Source: an optimization exercise on an open RTL-to-GDS flow (aim: small area, a short achievable clock period and few clock cycles). Production flows keep margins and buffers that such runs may drop.
The RTL was checked by simulation tests, not by an equivalence proof against the original design.

==> flow/design.v <==
module Adder(input [31:0] operand, output reg [31:0] adder_out);
    always @ (*)
	begin
		adder_out = operand + 4;
	end
endmodule
module ALU (
    input [4:0] opcode,
    input [2:0] func3,
    input func7,
    input [31:0] operand1,
    input [31:0] operand2,
    output reg [31:0] alu_out
);
    always @(*)
    begin
        case (opcode)
            5'b01100:        
            begin
                case (func3)
                    3'b000:
                    begin
                        case (func7)
                        1'b0:alu_out = operand1 + operand2;
                        default:alu_out = operand1 - operand2;
                        endcase
                    end
                    3'b001:alu_out = operand1 << operand2[4:0];
                    3'b010:alu_out = ($signed(operand1) < $signed(operand2))?32'b1:32'b0;
                    3'b011:alu_out = (operand1 < operand2)?32'b1:32'b0;
                    3'b100:alu_out = operand1 ^ operand2;
                    3'b101:
                    begin
                        case (func7)
                        1'b0:alu_out = operand1 >> operand2[4:0];
                        default:alu_out = $signed(operand1) >>> operand2[4:0];
                        endcase
                    end
                    3'b110:alu_out = operand1 | operand2;
                    default:alu_out = operand1 & operand2;  
                endcase
            end
            5'b00100:        
            begin
                case (func3)
                    3'b000:alu_out = operand1 + operand2;
                    3'b010:alu_out = ($signed(operand1) < $signed(operand2))?32'b1:32'b0;
                    3'b011:alu_out = (operand1 < operand2)?32'b1:32'b0;
                    3'b100:alu_out = operand1 ^ operand2;
                    3'b110:alu_out = operand1 | operand2;
                    3'b111:alu_out = operand1 & operand2;
                    3'b001:alu_out = operand1 << operand2[4:0];
                    default:  
                    begin
                        case (func7)
                        1'b0:alu_out = operand1 >> operand2[4:0];
                        default:alu_out = $signed(operand1) >>> operand2[4:0];
                        endcase
                    end
                endcase
            end
            5'b01101:        
            begin
                alu_out = operand2;
            end
            5'b00101:        
            begin
                alu_out = operand1 + operand2;
            end
            5'b00000:        
            begin
                alu_out = operand1 + operand2;
            end
            5'b01000:        
            begin
                alu_out = operand1 + operand2;
            end
            5'b11011:        
            begin
                alu_out = operand1 + 4;
            end
            5'b11001:        
            begin
                alu_out = operand1 + 4;
            end
            5'b11000:        
            begin
                case (func3)
                    3'b000:alu_out = ($signed(operand1) == $signed(operand2))?32'b1:32'b0;
                    3'b001:alu_out = ($signed(operand1) != $signed(operand2))?32'b1:32'b0;
                    3'b100:alu_out = ($signed(operand1) < $signed(operand2))?32'b1:32'b0;
                    3'b101:alu_out = ($signed(operand1) >= $signed(operand2))?32'b1:32'b0;
                    3'b110:alu_out = (operand1 < operand2)?32'b1:32'b0;
                    3'b111:alu_out = (operand1 >= operand2)?32'b1:32'b0;
                    default:alu_out=32'b0;
                endcase
            end
            default:alu_out=32'b0;
        endcase
    end
endmodule
module Controller (
    input clk,
    input rst,
    input [4:0] opcode_in,
    input [2:0] func3_in,
    input [4:0] rd_index,
    input [4:0] rs1_index,
    input [4:0] rs2_index,
    input func7_in,
    input [31:0] alu_out,
    input [31:0] a0_data,
    output reg stall,
    output reg next_pc_sel,
    output reg D_rs1_data_sel,
    output reg D_rs2_data_sel,
    output reg [1:0] E_rs1_data_sel,
    output reg [1:0] E_rs2_data_sel,
    output reg E_jb_op1_sel,
    output reg E_alu_op1_sel,
    output reg E_alu_op2_sel,
    output reg [4:0] E_opcode,
    output reg [2:0] E_func3,
    output reg E_func7,
    output reg [3:0] M_dm_w_en,
    output reg W_wb_en,
    output reg [4:0] W_rd_index,
    output reg [2:0] W_func3,
    output reg W_wb_data_sel,
    output reg halt
);
    reg [4:0] E_op;
    reg [2:0] E_f3;
    reg [4:0] E_rd;
    reg [4:0] E_rs1;
    reg [4:0] E_rs2;
    reg E_f7;
    reg [31:0] E_a0_data;
    reg [4:0] M_op;
    reg [2:0] M_f3;
    reg [4:0] M_rd;
    reg [31:0] M_a0_data;
    reg [4:0] W_op;
    reg [2:0] W_f3;
    reg [4:0] W_rd;
    reg [31:0] W_a0_data;
    always @(posedge clk or posedge rst) begin
        if (rst) begin
            E_op        <= 5'b0;
            E_f3        <= 3'b0;
            E_rd        <= 5'b0;
            E_rs1       <= 5'b0;
            E_rs2       <= 5'b0;
            E_f7        <= 1'b0;
            E_a0_data   <= 32'b0;
            M_op        <= 5'b0;
            M_f3        <= 3'b0;
            M_rd        <= 5'b0;
            M_a0_data   <= 32'b0;
            W_op        <= 5'b0;
            W_f3        <= 3'b0;
            W_rd        <= 5'b0;
            W_a0_data   <= 32'b0;
        end else if (stall) begin
            E_op        <= 5'b00100;  
            E_f3        <= 3'b000;
            E_rd        <= 5'b00000;
            E_rs1       <= 5'b00000;
            E_rs2       <= 5'b00000;
            E_f7        <= 1'b0;
            E_a0_data   <= 32'b0;
            M_op        <= E_op;
            M_f3        <= E_f3;
            M_rd        <= E_rd;
            M_a0_data   <= E_a0_data;
            W_op        <= M_op;
            W_f3        <= M_f3;
            W_rd        <= M_rd;
            W_a0_data   <= M_a0_data;
        end else if (next_pc_sel) begin
            E_op        <= 5'b00100;  
            E_f3        <= 3'b000;
            E_rd        <= 5'b00000;
            E_rs1       <= 5'b00000;
            E_rs2       <= 5'b00000;
            E_f7        <= 1'b0;
            E_a0_data   <= 32'b0;
            M_op        <= E_op;
            M_f3        <= E_f3;
            M_rd        <= E_rd;
            M_a0_data   <= E_a0_data;
            W_op        <= M_op;
            W_f3        <= M_f3;
            W_rd        <= M_rd;
            W_a0_data   <= M_a0_data;
        end else begin
            E_op        <= opcode_in;
            E_f3        <= func3_in;
            E_rd        <= rd_index;
            E_rs1       <= rs1_index;
            E_rs2       <= rs2_index;
            E_f7        <= func7_in;
            E_a0_data   <= a0_data;
            M_op        <= E_op;
            M_f3        <= E_f3;
            M_rd        <= E_rd;
            M_a0_data   <= E_a0_data;
            W_op        <= M_op;
            W_f3        <= M_f3;
            W_rd        <= M_rd;
            W_a0_data   <= M_a0_data;
        end
    end
    reg is_D_use_rs1;
    reg is_D_use_rs2;
    reg is_DE_overlap;
    reg is_D_rs1_E_rd_overlap;
    reg is_D_rs2_E_rd_overlap;
    always @(*) begin
        if ((opcode_in == 5'b01101) | (opcode_in == 5'b00101) | (opcode_in == 5'b11011)) begin
            is_D_use_rs1 = 1'b0;
        end else begin
            is_D_use_rs1 = 1'b1;
        end
    end
    always @(*) begin
        if ((opcode_in == 5'b11000) | (opcode_in == 5'b01000) | (opcode_in == 5'b01100)) begin
            is_D_use_rs2 = 1'b1;
        end else begin
            is_D_use_rs2 = 1'b0;
        end
    end
    always @(*) begin
        is_D_rs1_E_rd_overlap = (is_D_use_rs1 & (rs1_index == E_rd) & (E_rd != 0));
        is_D_rs2_E_rd_overlap = (is_D_use_rs2 & (rs2_index == E_rd) & (E_rd != 0));
        is_DE_overlap = (is_D_rs1_E_rd_overlap | is_D_rs2_E_rd_overlap);
        stall = ((E_op == 5'b00000) & is_DE_overlap);
    end
    always @(*) begin
        if (E_op == 5'b11011) begin
            next_pc_sel = 1'b1;
        end else if (E_op == 5'b11001) begin
            next_pc_sel = 1'b1;
        end else if (E_op == 5'b11000) begin
            if (alu_out[0] == 1) begin
                next_pc_sel = 1'b1;
            end else begin
                next_pc_sel = 1'b0;
            end
        end else begin
            next_pc_sel = 1'b0;
        end
    end
    reg is_D_rs1_W_rd_overlap;
    reg is_D_rs2_W_rd_overlap;
    reg is_W_use_rd;
    always @(*) begin
        if ((W_op == 5'b11000) | (W_op == 5'b01000)) begin
            is_W_use_rd = 1'b0;
        end else begin
            is_W_use_rd = 1'b1;
        end
    end
    always @(*) begin
        is_D_rs1_W_rd_overlap = is_D_use_rs1 & is_W_use_rd & (rs1_index == W_rd) & (W_rd != 0);
        is_D_rs2_W_rd_overlap = is_D_use_rs2 & is_W_use_rd & (rs2_index == W_rd) & (W_rd != 0);
    end
    always @(*) begin
        if (is_D_rs1_W_rd_overlap) begin
            D_rs1_data_sel = 1'd1;
        end else begin
            D_rs1_data_sel = 1'd0;
        end
    end
    always @(*) begin
        if (is_D_rs2_W_rd_overlap) begin
            D_rs2_data_sel = 1'd1;
        end else begin
            D_rs2_data_sel = 1'd0;
        end
    end
    reg is_E_rs1_W_rd_overlap;
    reg is_E_rs1_M_rd_overlap;
    reg is_E_rs2_W_rd_overlap;
    reg is_E_rs2_M_rd_overlap;
    reg is_E_use_rs1;
    reg is_E_use_rs2;
    reg is_M_use_rd;
    always @(*) begin
        if ((E_op == 5'b01101) | (E_op == 5'b00101) | (E_op == 5'b11011)) begin
            is_E_use_rs1 = 1'b0;
        end else begin
            is_E_use_rs1 = 1'b1;
        end
    end
    always @(*) begin
        if ((E_op == 5'b11000) | (E_op == 5'b01000) | (E_op == 5'b01100)) begin
            is_E_use_rs2 = 1'b1;
        end else begin
            is_E_use_rs2 = 1'b0;
        end
    end
    always @(*) begin
        if ((M_op == 5'b11000) | (M_op == 5'b01000)) begin
            is_M_use_rd = 1'b0;
        end else begin
            is_M_use_rd = 1'b1;
        end
    end
    always @(*) begin
        is_E_rs1_W_rd_overlap = is_E_use_rs1 & is_W_use_rd & (E_rs1 == W_rd) & (W_rd != 0);
        is_E_rs1_M_rd_overlap = is_E_use_rs1 & is_M_use_rd & (E_rs1 == M_rd) & (M_rd != 0);
        is_E_rs2_W_rd_overlap = is_E_use_rs2 & is_W_use_rd & (E_rs2 == W_rd) & (W_rd != 0);
        is_E_rs2_M_rd_overlap = is_E_use_rs2 & is_M_use_rd & (E_rs2 == M_rd) & (M_rd != 0);
    end
    always @(*) begin
        if (is_E_rs1_M_rd_overlap) begin
            E_rs1_data_sel = 2'd1;
        end else begin
            if (is_E_rs1_W_rd_overlap) begin
                E_rs1_data_sel = 2'd0;
            end else begin
                E_rs1_data_sel = 2'd2;
            end
        end
    end
    always @(*) begin
        if (is_E_rs2_M_rd_overlap) begin
            E_rs2_data_sel = 2'd1;
        end else begin
            if (is_E_rs2_W_rd_overlap) begin
                E_rs2_data_sel = 2'd0;
            end else begin
                E_rs2_data_sel = 2'd2;
            end
        end
    end
    always @(*) begin
        E_opcode = E_op;
        E_func3  = E_f3;
        E_func7  = E_f7;
    end
    always @(*) begin
        E_alu_op1_sel = 1'b0;
        E_alu_op2_sel = 1'b0;
        E_jb_op1_sel  = 1'b0;
        case (E_op)
            5'b01100:
            begin
                E_alu_op1_sel = 1'b1;
                E_alu_op2_sel = 1'b1;
            end
            5'b00100:
            begin
                E_alu_op1_sel = 1'b1;
                E_alu_op2_sel = 1'b0;
            end
            5'b01101:
            begin
                E_alu_op2_sel = 1'b0;
            end
            5'b00101:
            begin
                E_alu_op1_sel = 1'b0;
                E_alu_op2_sel = 1'b0;
            end
            5'b00000:
            begin
                E_alu_op1_sel = 1'b1;
                E_alu_op2_sel = 1'b0;
            end
            5'b01000:
            begin
                E_alu_op1_sel = 1'b1;
                E_alu_op2_sel = 1'b0;
            end
            5'b11011:
            begin
                E_alu_op1_sel = 1'b0;
                E_jb_op1_sel  = 1'b0;
            end
            5'b11001:
            begin
                E_alu_op1_sel = 1'b0;
                E_jb_op1_sel  = 1'b1;
            end
            5'b11000:
            begin
                E_alu_op1_sel = 1'b1;
                E_alu_op2_sel = 1'b1;
                E_jb_op1_sel  = 1'b0;
            end
            default: begin
                E_alu_op1_sel = 1'b0;
                E_alu_op2_sel = 1'b0;
                E_jb_op1_sel  = 1'b0;
            end
        endcase
    end
    always @(*) begin
        if (M_op == 5'b01000) begin
            case (M_f3)
                3'b000:  M_dm_w_en = 4'b0001;
                3'b001:  M_dm_w_en = 4'b0011;
                3'b010:  M_dm_w_en = 4'b1111;
                default: M_dm_w_en = 4'b0000;
            endcase
        end else begin
            M_dm_w_en = 4'b0000;
        end
    end
    always @(*) begin
        W_func3 = W_f3;
        W_rd_index = W_rd;
    end
    always @(*) begin
        if (W_op == 5'b00000) begin
            W_wb_data_sel = 1'b0;
        end else begin
            W_wb_data_sel = 1'b1;
        end
    end
    always @(*) begin
        if (W_op == 5'b01000) begin
            W_wb_en = 1'b0;
        end else if (W_op == 5'b11000) begin
            W_wb_en = 1'b0;
        end else begin
            W_wb_en = 1'b1;
        end
    end
    reg halt_q;
    always @(posedge clk or posedge rst) begin
        if (rst) halt_q <= 1'b0;
        else halt_q <= halt;
    end
    always @(*) begin
        halt = halt_q | ((W_op == 5'b11100) && (a0_data == 0));
    end
endmodule
module Decoder (
    input [31:0] inst,
    output [4:0] dc_out_opcode,
    output [2:0] dc_out_func3,
    output dc_out_func7,
    output [4:0] dc_out_rs1_index,
    output [4:0] dc_out_rs2_index,
    output [4:0] dc_out_rd_index
);
    assign dc_out_opcode[4:0] = inst[6:2];
    assign dc_out_func3[2:0] = inst[14:12];
    assign dc_out_func7 = inst[30];
    assign dc_out_rs1_index[4:0] = inst[19:15];
    assign dc_out_rs2_index[4:0] = inst[24:20];
    assign dc_out_rd_index[4:0] = inst[11:7];
endmodule
module Imme_Ext (
    input [31:0] inst,
    output reg [31:0] imm_ext_out
);
    reg [4:0] opcode;
    always @(*)
    begin
	opcode[4:0] = inst[6:2];
    end
    always @(*)
    begin
        case (opcode)
            5'b01000:        
            begin
                imm_ext_out[31:0] = {{20{inst[31]}},inst[31:25],inst[11:7]};
            end
            5'b11000:        
            begin
                imm_ext_out[31:0] = {{20{inst[31]}},inst[7],inst[30:25],inst[11:8],1'b0};
            end
            5'b11011:        
            begin
                imm_ext_out[31:0] = {{12{inst[31]}},inst[19:12],inst[20],inst[30:21],1'b0};
            end
            5'b01101:        
            begin
                imm_ext_out[31:0] = {inst[31:12],12'b0};
            end
            5'b00101:        
            begin
                imm_ext_out[31:0] = {inst[31:12],12'b0};
            end
            default:         
            begin
                imm_ext_out[31:0] = {{20{inst[31]}},inst[31:20]};
            end
        endcase
    end
endmodule
module JB_Unit (
    input [31:0] operand1,
    input [31:0] operand2,
    output [31:0] jb_out
);
    assign jb_out[31:0] = (operand1[31:0] + operand2[31:0]) & (~32'd1);
endmodule
module LD_Filter (
    input [2:0] func3,
    input [31:0] ld_data,
    output reg [31:0] ld_data_f
);
    always @(*)
    begin
        case (func3)
            3'b000:      
            begin
                ld_data_f[31:0] = {{24{ld_data[7]}},ld_data[7:0]};
            end
            3'b001:      
            begin
                ld_data_f[31:0] = {{16{ld_data[15]}},ld_data[15:0]};
            end
            3'b010:      
            begin
                ld_data_f[31:0] = ld_data[31:0];
            end
            3'b100:      
            begin
                ld_data_f[31:0] = {24'b0,ld_data[7:0]};
            end
            3'b101:      
            begin
                ld_data_f[31:0] = {16'b0,ld_data[15:0]};
            end
            default:ld_data_f[31:0] = ld_data[31:0];
        endcase
    end
endmodule
module Mux2 (
    input sel,
    input [31:0] operand1,
    input [31:0] operand0,
    output reg [31:0] mux_out
);
    always @(*)
    begin
        if (sel == 1'b1)
        begin
            mux_out = operand1;
        end
        else 
        begin
            mux_out = operand0;
        end
    end
endmodule
module Mux3 (
    input [1:0] sel,
    input [31:0] operand0,
    input [31:0] operand1,
    input [31:0] operand2,
    output reg [31:0] mux_out
);
    always @(*)
    begin
        if (sel == 2'b10)
        begin
            mux_out = operand2;
        end
        else if(sel == 2'b01)
        begin
            mux_out = operand1;
        end
        else 
        begin
            mux_out = operand0;
        end
    end
endmodule
module Reg_D (
    input clk,
    input rst,
    input stall,
    input jb,
    input [31:0] next_pc,
    input [31:0] next_inst,
    output reg [31:0] current_pc,
    output reg [31:0] current_inst
);
    always @(posedge clk or posedge rst)
    begin
        if(rst)
        begin
            current_pc <= 0;
            current_inst <= 0;
        end
        else if(stall)
        begin
            current_pc <= current_pc;
            current_inst <= current_inst;
        end
        else if(jb)
        begin
            current_pc <= 0;
            current_inst <= 32'b00000000000000000000000000010011;
        end
        else
        begin
            current_pc <= next_pc;
            current_inst <= next_inst;
        end
    end
endmodule
module Reg_E (
    input clk,
    input rst,
    input stall,
    input jb,
    input [31:0] next_pc,
    input [31:0] next_rs1_data,
    input [31:0] next_rs2_data,
    input [31:0] next_sext_imm,
    output reg [31:0] current_pc,
    output reg [31:0] current_rs1_data,
    output reg [31:0] current_rs2_data,
    output reg [31:0] current_sext_imm
);
    always @(posedge clk or posedge rst)
    begin
        if(rst)
        begin
            current_pc <= 0;
            current_rs1_data <= 0;
            current_rs2_data <= 0;
            current_sext_imm <= 0;
        end
        else if(stall)
        begin
            current_pc <= 0;
            current_rs1_data <= 0;
            current_rs2_data <= 0;
            current_sext_imm <= 0;
        end
        else if(jb)
        begin
            current_pc <= 0;
            current_rs1_data <= 0;
            current_rs2_data <= 0;
            current_sext_imm <= 0;
        end
        else
        begin
            current_pc <= next_pc;
            current_rs1_data <= next_rs1_data;
            current_rs2_data <= next_rs2_data;
            current_sext_imm <= next_sext_imm;
        end
    end
endmodule
module Reg_M (
    input clk,
    input rst,
    input [31:0] next_alu_out,
    input [31:0] next_rs2_data,
    output reg [31:0] current_alu_out,
    output reg [31:0] current_rs2_data
);
    always @(posedge clk or posedge rst)
    begin
        if(rst)
        begin
            current_alu_out <= 0;
            current_rs2_data <= 0;
        end
        else
        begin
            current_alu_out <= next_alu_out;
            current_rs2_data <= next_rs2_data;
        end
    end
endmodule
module Reg_PC (
    input clk,
    input rst,
    input stall,
    input [31:0] next_pc,
    output reg [31:0] current_pc
);
    always @(posedge clk or posedge rst)
    begin
        if(rst)
            current_pc <= 0;
        else if(stall)
            current_pc <= current_pc;
        else
            current_pc <= next_pc;
    end
endmodule
module Reg_W (
    input clk,
    input rst,
    input [31:0] next_alu_out,
    input [31:0] next_ld_data,
    output reg [31:0] current_alu_out,
    output reg [31:0] current_ld_data
);
    always @(posedge clk or posedge rst)
    begin
        if(rst)
        begin
            current_alu_out <= 0;
            current_ld_data <= 0;
        end
        else
        begin
            current_alu_out <= next_alu_out;
            current_ld_data <= next_ld_data;
        end
    end
endmodule
module RegFile (
    input clk,
    input rst,
    input wb_en,
    input [31:0] wb_data,
    input [4:0] rd_index,
    input [4:0] rs1_index,
    input [4:0] rs2_index,
    output reg [31:0] rs1_data_out,
    output reg [31:0] rs2_data_out,
    output reg [31:0] a0_data
);
    reg [31:0] registers[0:31];
	wire [31:0] a1;
	assign a1 = registers[11];
    always @(*) begin
        rs1_data_out = registers[rs1_index];
        rs2_data_out = registers[rs2_index];
        a0_data = registers[10];
    end
    always @(posedge clk or posedge rst) begin
        if (rst) begin
            registers[0][31:0]  <= 32'b0;
            registers[1][31:0]  <= 32'b0;
            registers[2][31:0]  <= 32'h10000;
            registers[3][31:0]  <= 32'b0;
            registers[4][31:0]  <= 32'b0;
            registers[5][31:0]  <= 32'b0;
            registers[6][31:0]  <= 32'b0;
            registers[7][31:0]  <= 32'b0;
            registers[8][31:0]  <= 32'b0;
            registers[9][31:0]  <= 32'b0;
            registers[10][31:0] <= 32'b0;
            registers[11][31:0] <= 32'b0;
            registers[12][31:0] <= 32'b0;
            registers[13][31:0] <= 32'b0;
            registers[14][31:0] <= 32'b0;
            registers[15][31:0] <= 32'b0;
            registers[16][31:0] <= 32'b0;
            registers[17][31:0] <= 32'b0;
            registers[18][31:0] <= 32'b0;
            registers[19][31:0] <= 32'b0;
            registers[20][31:0] <= 32'b0;
            registers[21][31:0] <= 32'b0;
            registers[22][31:0] <= 32'b0;
            registers[23][31:0] <= 32'b0;
            registers[24][31:0] <= 32'b0;
            registers[25][31:0] <= 32'b0;
            registers[26][31:0] <= 32'b0;
            registers[27][31:0] <= 32'b0;
            registers[28][31:0] <= 32'b0;
            registers[29][31:0] <= 32'b0;
            registers[30][31:0] <= 32'b0;
            registers[31][31:0] <= 32'b0;
        end else begin
            if (wb_en) begin
                if (rd_index != 0) registers[rd_index][31:0] <= wb_data[31:0];
                else registers[rd_index][31:0] <= 32'b0;
            end
        end
    end
endmodule
module Top (
    input clk,
    input rst,
    output halt,
    input [31:0] M_ld_data,
    output [3:0] M_dm_w_en,
    output [15:0] M_alu_out_15_0,
    output [31:0] M_rs2_data,
    output [15:0] pc_15_0,
    input [31:0] inst
);
    wire [31:0] next_pc;
    wire [31:0] pc;
    wire [31:0] adder_out;
    wire [31:0] D_pc;
    wire [31:0] D_inst;
    wire [4:0] opcode_in;
    wire [2:0] func3_in;
    wire func7_in;
    wire [4:0] rs1_index;
    wire [4:0] rs2_index;
    wire [4:0] rd_index;
    wire [31:0] D_sext_imme;
    wire [31:0] rs1_data;
    wire [31:0] rs2_data;
    wire [31:0] a0_data;
    wire [31:0] D_rs1_data;
    wire [31:0] D_rs2_data;
    wire [31:0] E_pc;
    wire [31:0] E_rs1_data;
    wire [31:0] E_rs2_data;
    wire [31:0] E_sext_imme;
    wire [31:0] newest_rs1_data;
    wire [31:0] newest_rs2_data;
    wire [31:0] mux2_1_out;
    wire [31:0] mux2_2_out;
    wire [31:0] mux2_3_out;
    wire [31:0] E_alu_out;
    wire [31:0] jb_pc;
    wire [31:0] M_alu_out;
    wire [31:0] W_alu_out;
    wire [31:0] W_ld_data;
    wire [31:0] ld_data_f;
    wire [31:0] wb_data;
    wire stall;
    wire next_pc_sel;
    wire D_rs1_data_sel;
    wire D_rs2_data_sel;
    wire [1:0] E_rs1_data_sel;
    wire [1:0] E_rs2_data_sel;
    wire E_jb_op1_sel;
    wire E_alu_op1_sel;
    wire E_alu_op2_sel;
    wire [4:0] E_opcode;
    wire [2:0] E_func3;
    wire E_func7;
    wire W_wb_en;
    wire [4:0] W_rd_index;
    wire [2:0] W_func3;
    wire W_wb_data_sel;
    assign M_alu_out_15_0 = M_alu_out[15:0];
    assign pc_15_0 = pc[15:0];
    Reg_PC regpc (
        .clk(clk),
        .rst(rst),
        .stall(stall),
        .next_pc(next_pc),
        .current_pc(pc)
    );
    Adder adder (
        .operand  (pc),
        .adder_out(adder_out)
    );
    Mux2 mux2_0 (
        .sel(next_pc_sel),
        .operand1(jb_pc),
        .operand0(adder_out),
        .mux_out(next_pc)
    );
    Decoder decoder (
        .inst(D_inst),
        .dc_out_opcode(opcode_in),
        .dc_out_func3(func3_in),
        .dc_out_func7(func7_in),
        .dc_out_rs1_index(rs1_index),
        .dc_out_rs2_index(rs2_index),
        .dc_out_rd_index(rd_index)
    );
    Imme_Ext immext (
        .inst(D_inst),
        .imm_ext_out(D_sext_imme)
    );
    RegFile regfile (
        .clk(clk),
        .rst(rst),
        .wb_en(W_wb_en),
        .wb_data(wb_data),
        .rd_index(W_rd_index),
        .rs1_index(rs1_index),
        .rs2_index(rs2_index),
        .rs1_data_out(rs1_data),
        .rs2_data_out(rs2_data),
        .a0_data(a0_data)
    );
    Controller controller (
        .clk(clk),
        .rst(rst),
        .opcode_in(opcode_in),
        .func3_in(func3_in),
        .rd_index(rd_index),
        .rs1_index(rs1_index),
        .rs2_index(rs2_index),
        .func7_in(func7_in),
        .alu_out(E_alu_out),
        .a0_data(a0_data),
        .stall(stall),
        .next_pc_sel(next_pc_sel),
        .D_rs1_data_sel(D_rs1_data_sel),
        .D_rs2_data_sel(D_rs2_data_sel),
        .E_rs1_data_sel(E_rs1_data_sel),
        .E_rs2_data_sel(E_rs2_data_sel),
        .E_jb_op1_sel(E_jb_op1_sel),
        .E_alu_op1_sel(E_alu_op1_sel),
        .E_alu_op2_sel(E_alu_op2_sel),
        .E_opcode(E_opcode),
        .E_func3(E_func3),
        .E_func7(E_func7),
        .M_dm_w_en(M_dm_w_en),
        .W_wb_en(W_wb_en),
        .W_rd_index(W_rd_index),
        .W_func3(W_func3),
        .W_wb_data_sel(W_wb_data_sel),
        .halt(halt)
    );
    Mux2 mux2_1 (
        .sel(E_alu_op1_sel),
        .operand1(newest_rs1_data),
        .operand0(E_pc),
        .mux_out(mux2_1_out)
    );
    Mux2 mux2_2 (
        .sel(E_alu_op2_sel),
        .operand1(newest_rs2_data),
        .operand0(E_sext_imme),
        .mux_out(mux2_2_out)
    );
    Mux2 mux2_3 (
        .sel(E_jb_op1_sel),
        .operand1(newest_rs1_data),
        .operand0(E_pc),
        .mux_out(mux2_3_out)
    );
    Mux2 mux2_4 (
        .sel(W_wb_data_sel),
        .operand1(W_alu_out),
        .operand0(ld_data_f),
        .mux_out(wb_data)
    );
    Mux2 mux2_5 (
        .sel(D_rs1_data_sel),
        .operand1(wb_data),
        .operand0(rs1_data),
        .mux_out(D_rs1_data)
    );
    Mux2 mux2_6 (
        .sel(D_rs2_data_sel),
        .operand1(wb_data),
        .operand0(rs2_data),
        .mux_out(D_rs2_data)
    );
    ALU alu (
        .opcode(E_opcode),
        .func3(E_func3),
        .func7(E_func7),
        .operand1(mux2_1_out),
        .operand2(mux2_2_out),
        .alu_out(E_alu_out)
    );
    JB_Unit jbunit (
        .operand1(mux2_3_out),
        .operand2(E_sext_imme),
        .jb_out  (jb_pc)
    );
    LD_Filter ldfilter (
        .func3(W_func3),
        .ld_data(W_ld_data),
        .ld_data_f(ld_data_f)
    );
    Mux3 mux3_1 (
        .sel(E_rs1_data_sel),
        .operand0(wb_data),
        .operand1(M_alu_out),
        .operand2(E_rs1_data),
        .mux_out(newest_rs1_data)
    );
    Mux3 mux3_2 (
        .sel(E_rs2_data_sel),
        .operand0(wb_data),
        .operand1(M_alu_out),
        .operand2(E_rs2_data),
        .mux_out(newest_rs2_data)
    );
    Reg_D regd (
        .clk(clk),
        .rst(rst),
        .stall(stall),
        .jb(next_pc_sel),
        .next_pc(pc),
        .next_inst(inst),
        .current_pc(D_pc),
        .current_inst(D_inst)
    );
    Reg_E rege (
        .clk(clk),
        .rst(rst),
        .stall(stall),
        .jb(next_pc_sel),
        .next_pc(D_pc),
        .next_rs1_data(D_rs1_data),
        .next_rs2_data(D_rs2_data),
        .next_sext_imm(D_sext_imme),
        .current_pc(E_pc),
        .current_rs1_data(E_rs1_data),
        .current_rs2_data(E_rs2_data),
        .current_sext_imm(E_sext_imme)
    );
    Reg_M regm (
        .clk(clk),
        .rst(rst),
        .next_alu_out(E_alu_out),
        .next_rs2_data(newest_rs2_data),
        .current_alu_out(M_alu_out),
        .current_rs2_data(M_rs2_data)
    );
    Reg_W regw (
        .clk(clk),
        .rst(rst),
        .next_alu_out(M_alu_out),
        .next_ld_data(M_ld_data),
        .current_alu_out(W_alu_out),
        .current_ld_data(W_ld_data)
    );
endmodule
==> flow/run.sh <==
#!/bin/bash
# synth_recipe.tcl (not shown) runs the flow's synth.tcl, then flattens the netlist and writes it again
# the make line also repeats each setting of config.mk as NAME=value (left out here)
make -C /OpenROAD-flow-scripts/flow DESIGN_CONFIG=/design/flow/config.mk WORK_HOME=/design/flow/orfs CLKGATE_MAP_FILE= SYNTH_SCRIPT=/design/flow/synth_recipe.tcl finish
==> flow/config.mk <==
export PLATFORM = sky130hd
export DESIGN_NAME = Top
export DESIGN_NICKNAME = Top
export VERILOG_FILES = /design/flow/design.v
export SDC_FILE = /design/flow/constraint.sdc
export NUM_CORES = 4
export LEC_CHECK = 0
export CAP_MARGIN = 20
export CELL_PAD_IN_SITES_DETAIL_PLACEMENT = 1
export CELL_PAD_IN_SITES_GLOBAL_PLACEMENT = 1
export CORE_MARGIN = 2
export CORE_UTILIZATION = 30
export GPL_ROUTABILITY_DRIVEN = 1
export PLACE_DENSITY = 0.45
export SLEW_MARGIN = 20
==> flow/constraint.sdc <==
create_clock -name core_clock -period 10.0 [get_ports {clk}]
set_input_delay 2.0000 -clock core_clock [delete_from_list [all_inputs] [get_ports {clk}]]
set_output_delay 2.0000 -clock core_clock [all_outputs]
set_load 0.01 [all_outputs]
==> results.txt <==
[layout by cell type (no fill, tap or decap), types with 212 or more instances in the layout]
cell type	synthesis	layout
a21oi_1	371	371
a221oi_1	332	332
a22o_1	328	328
a22oi_1	349	349
buf_4	42	284
dfrtp_1	1423	1420
mux2i_1	212	212
nand2_1	1545	1525
nor2_1	415	347
o21ai_0	1276	1274
[cell type report]
type / count / area [µm²] / area share, %
Antenna cell: 19 / 47.5 / 0.0533
Clock buffer: 258 / 5200 / 5.83
Clock inverter: 68 / 985 / 1.10
Inverter: 112 / 424 / 0.475
Multi-Input combinational cell: 6289 / 38700 / 43.4
Sequential cell: 1424 / 35600 / 39.9
Tap cell: 3384 / 4230 / 4.75
Timing Repair Buffer: 441 / 3950 / 4.43
[synthesized netlist by cell type (all sizes together), types with 7 or more instances]
master   count
or3         18
o221ai      39
nor3        56
nor2b       55
o32ai       68
o21bai      18
nand2b      25
o211ai      50
a22oi      350
xnor2      119
dfrtp     1423
o22ai       31
o211a       13
or2         20
o21a        22
o2111ai     11
mux2i      213
nand3      140
nand4      155
or4          7
a22o       328
and3        22
a211oi      28
a221o        8
a21o        28
ha         129
nor4        25
mux2        45
clkbuf     654
o31ai       18
buf        138
inv        109
a221oi     333
a31oi       57
nand2     1546
a41oi        7
nand3b      14
o21ai     1286
o311ai       9
nor3b        9
xor2        42
nor2       416
a21oi      371
and2        77
[per-stage QoR]
| stage | worst slack (ns) | area (µm²) |
|---|---|---|
| 2_1_floorplan | -11.71 | 77200 |
| 3_3_place_gp | 1.85 | 82900 |
| 3_5_place_dp | 1.85 | 83000 |
| 4_1_cts | 1.77 | 89200 |
| 5_1_grt | 1.37 | 89200 |
| 6_report | 1.65 | 89200 |
[power groups by stage]
stage	Clock (W)	Combinational [W]	Sequential (W)
finish	0.00693	0.00793	0.00901
global placement	0	0.00761	0.00901
floorplan	0	0.00468	0.00831
detailed placement	0	0.00773	0.00902
CTS	0.00704	0.00777	0.00894
global route	0.00726	0.00850	0.00915
[metal layers]
layer / global-route usage [%] / routed length [µm] / vias to the layer above
met4: 15.1 / 23500 / 14
li1: - / - / 31100
met2: 53.2 / 206000 / 4022
met1: 52.2 / 221000 / 40100
met5: 0.237 / 160 / -
met3: 8.77 / 43300 / 1043
[critical path: stages (launching register included)]
cell and delay, ns:
dfrtp_1 0.35, buf_4 0.18, nor2_2 0.10, buf_4 0.31, and2_2 0.52, buf_4 0.46, a31oi_2 0.22, buf_4 0.24
mux2i_1 0.37, o21ai_0 0.23, mux2i_1 0.96, inv_1 0.13, ha_1 0.55, inv_1 0.18, or3_1 0.51, o31ai_1 0.27
a211oi_1 0.07, buf_4 0.20, o31ai_1 0.56, a41oi_1 0.28, a21oi_1 0.40, xnor2_1 0.17, o21ai_0 0.17, a21oi_1 0.06
or4b_1 0.63
[flip-flops by register name, summed over array words and instances, names as in the netlist, 3 cells and up]
| name | count |
|---|---|
| controller.E_op | 5 |
| regm.current_rs2_data | 32 |
| controller.M_op | 5 |
| controller.E_rs1 | 5 |
| regpc.current_pc | 31 |
| controller.W_op | 5 |
| regfile.registers | 1024 |
| controller.W_f3 | 3 |
| rege.current_pc | 32 |
| regm.current_alu_out | 32 |
| controller.M_rd | 5 |
| controller.E_f3 | 3 |
| regw.current_ld_data | 32 |
| regw.current_alu_out | 32 |
| controller.E_rs2 | 5 |
| controller.E_rd | 5 |
| rege.current_rs2_data | 32 |
| controller.M_f3 | 3 |
| controller.W_rd | 5 |
| regd.current_pc | 32 |
| regd.current_inst | 30 |
| rege.current_rs1_data | 32 |
| rege.current_sext_imm | 32 |
[cells by family after synthesis]
family / Yosys count
simple gates: 2610
fa+ha+maj: 132
flops: 1424
compound gates: 3127
xor+xnor: 161
buf+inv: 904
mux: 258
other cells: 1
[worst min path at each step]
stage                     cells past startpoint            endpoint                from
after floorplan                               0  controller.W_op[3]  controller.M_op[3]
after global placement                        0  controller.W_op[2]  controller.M_op[2]
after detailed placement                      0  controller.W_op[2]  controller.M_op[2]
after CTS                                     0  controller.W_op[2]  controller.M_op[2]
after global routing                          0  controller.W_op[2]  controller.M_op[2]
final                                         0  controller.W_op[0]  controller.M_op[0]
==> results.py <==
metrics = {
    "power_and_ir_drop": {
        "power_density_mw_per_mm2": 267,
        "comb_power_share_pct": 33.2,
        "clockPowerShare_pct": 29.0,
        "internal-power_w": 0.0139,
        "peakVddDrop_v": 0.000194,
        "netSwitchingFraction_pct": 41.8,
        "p_switching_w": 0.00997,
        "power_frac_seq_pct": 37.7,
        "leakage_nw": 37.3,
        "power_w": 0.0239,
    },
    "synthesis": {
        "syn_nets": 8815,
        "syn_inst": 8617,
        "synthFlopType": "dfrtp_1",
        "yosys.area_share.adder_pct": 2.17,
        "synth_cell_types": 112,
        "yosys-top-cells-area": "dfrtp_1, o21ai_0, nand2_1",
        "synth-simple-area-share_pct": 14.8,
        "avgSynthCellArea_um2": 8.96,
        "yosysTopAreaCell": "dfrtp_1",
        "netlist_area_mm2": 0.0772,
        "synth_seq_area_share_pct": 46.2,
        "synth.area.mux_share_pct": 3.42,
        "synth-async-reset-ratio_pct": 100,
        "ys_warn_count": 14,
        "synth_edf_count": 0,
        "yosys.area.top_type_share_pct": 46.1,
        "synth_top_family_by_area": "compound AO/OA/AOI/OAI gates",
        "synth-compound-area-share_pct": 26.8,
        "synth_seq_cells": 1424,
        "synth_xor_area_share_pct": 1.84,
    },
    "cts": {
        "cts_sinks": 1424,
        "cts_tree": "done",
        "cts_max_path_buffers": 3,
        "cts_resized": 0,
        "clkTransAtPathRegs_ns": 0.06,
        "cts_setup_buffers": 0,
        "insertion_delay_ns": 0.84,
        "htree_levels": 4,
        "cts_buffers": 177,
        "cts_root_buf": "clkbuf_16",
        "hold_buffers": 0,
    },
    "grt": {
        "grt_max_degree": 151,
        "overflow": 0,
        "grt_pass1_wl_um": 668000,
        "grt_use_total_pct": 36.8,
        "grt_pass1_vias": 75600,
        "antenna_found_initial": 25,
    },
    "floorplanning": {
        "dieArea_mm2": 0.261,
        "io_pins": 135,
        "die_w_um": 511,
        "num_rows": 186,
        "initial_core_util_pct": 30.1,
        "core_area_mm2": 0.256,
        "die_height_um": 511,
    },
    "finish": {
        "drive_gt1_share_pct": 10.2,
        "fin_util_pct": 34.8,
        "instances_no_fill": 12000,
        "finalNetCount": 8643,
        "nFillCells": 29200,
        "area_growth_pct": 15.6,
    },
    "sta": {
        "hold_viol_final": 0,
        "fin_worst_skew_ns": 0.0456,
        "fmaxAchievable_mhz": 120,
        "hold_ws_ns": 0.379,
        "min_period_over_period_pct": 83.5,
        "rsz0062_at_grt": "false",
        "period_minus_slack_ns": 8.35,
        "worstMarginPinSlew_ns": 1.26,
        "fin_tns_setup_ns": 0,
        "finalSetupViolCount": 0,
        "slew-limit-headroom_pct": 15.2,
        "slew_viol_final": 0,
    },
    "setup_path": {
        "required_ns": 10.67,
        "endpoint": "regm.current_alu_out[29]",
        "regToRegEndpoint": "regm.current_alu_out[29]",
        "ff2ff_setup_slack_ns": 1.65,
        "crit_path_start_kind": "flip-flop",
        "r2r_start": "controller.W_op[3]",
        "worstSetupPathType": "flip-flop to flip-flop",
        "crit_arrival_ns": 9.02,
        "end_kind": "flip-flop",
        "crit_path_start": "controller.W_op[3]",
        "rr_worst_depth": 24,
        "path_max_fanout": 25,
    },
    "detailed_routing": {
        "remaining_drc_errors": 0,
        "antenna_left": 0,
        "dr.pass1.iters": 8,
        "avgViaCountPerCell": 6.35,
        "first_iter_violations": 9378,
        "wirelength_um": 493000,
        "vias": 76200,
        "wl_per_cell_um": 41.1,
    },
    "placement": {
        "gp_routability_congestion": 0.929,
        "portBuffers": 131,
        "dp.cells": 11600,
        "place_hpwl_um": 316000,
    },
    "hold_path": {
        "hold_class": "flip-flop to flip-flop",
    },
    "outcome": {
        "outcome": "complete, no violations",
    },
    "flow_run": {
        "cap_violations": 0,
    },
}
Testbench counts, summed over its fixed seeds: cycles 437,106.

-- static timing again, ports no longer ideal --
The results above use ideal ports. As a check the final layout listed here was re-extracted and re-timed, cells and wires unchanged. Step 1, drivers: a clkbuf_16 drives clk and a buf_2 each remaining input, both assumed. Step 2 times the ports against the registers' clock, not the clock port: input delays grow and output delays shrink by t, the midpoint of the rising clock arrivals with the driver on. Slacks: ideal ports / drivers / drivers and shift; pairs: ideal ports / drivers.
t (ns): 0.938
setup slack, ns: 1.652 / 1.652 / 1.652
slew at the worst register clock pin (ns): 0.07 / 0.07
After both steps setup and hold are still met in this run. For this run, drivers alone change the setup slack by 0.000 ns; drivers and shift together by 0.000 ns.
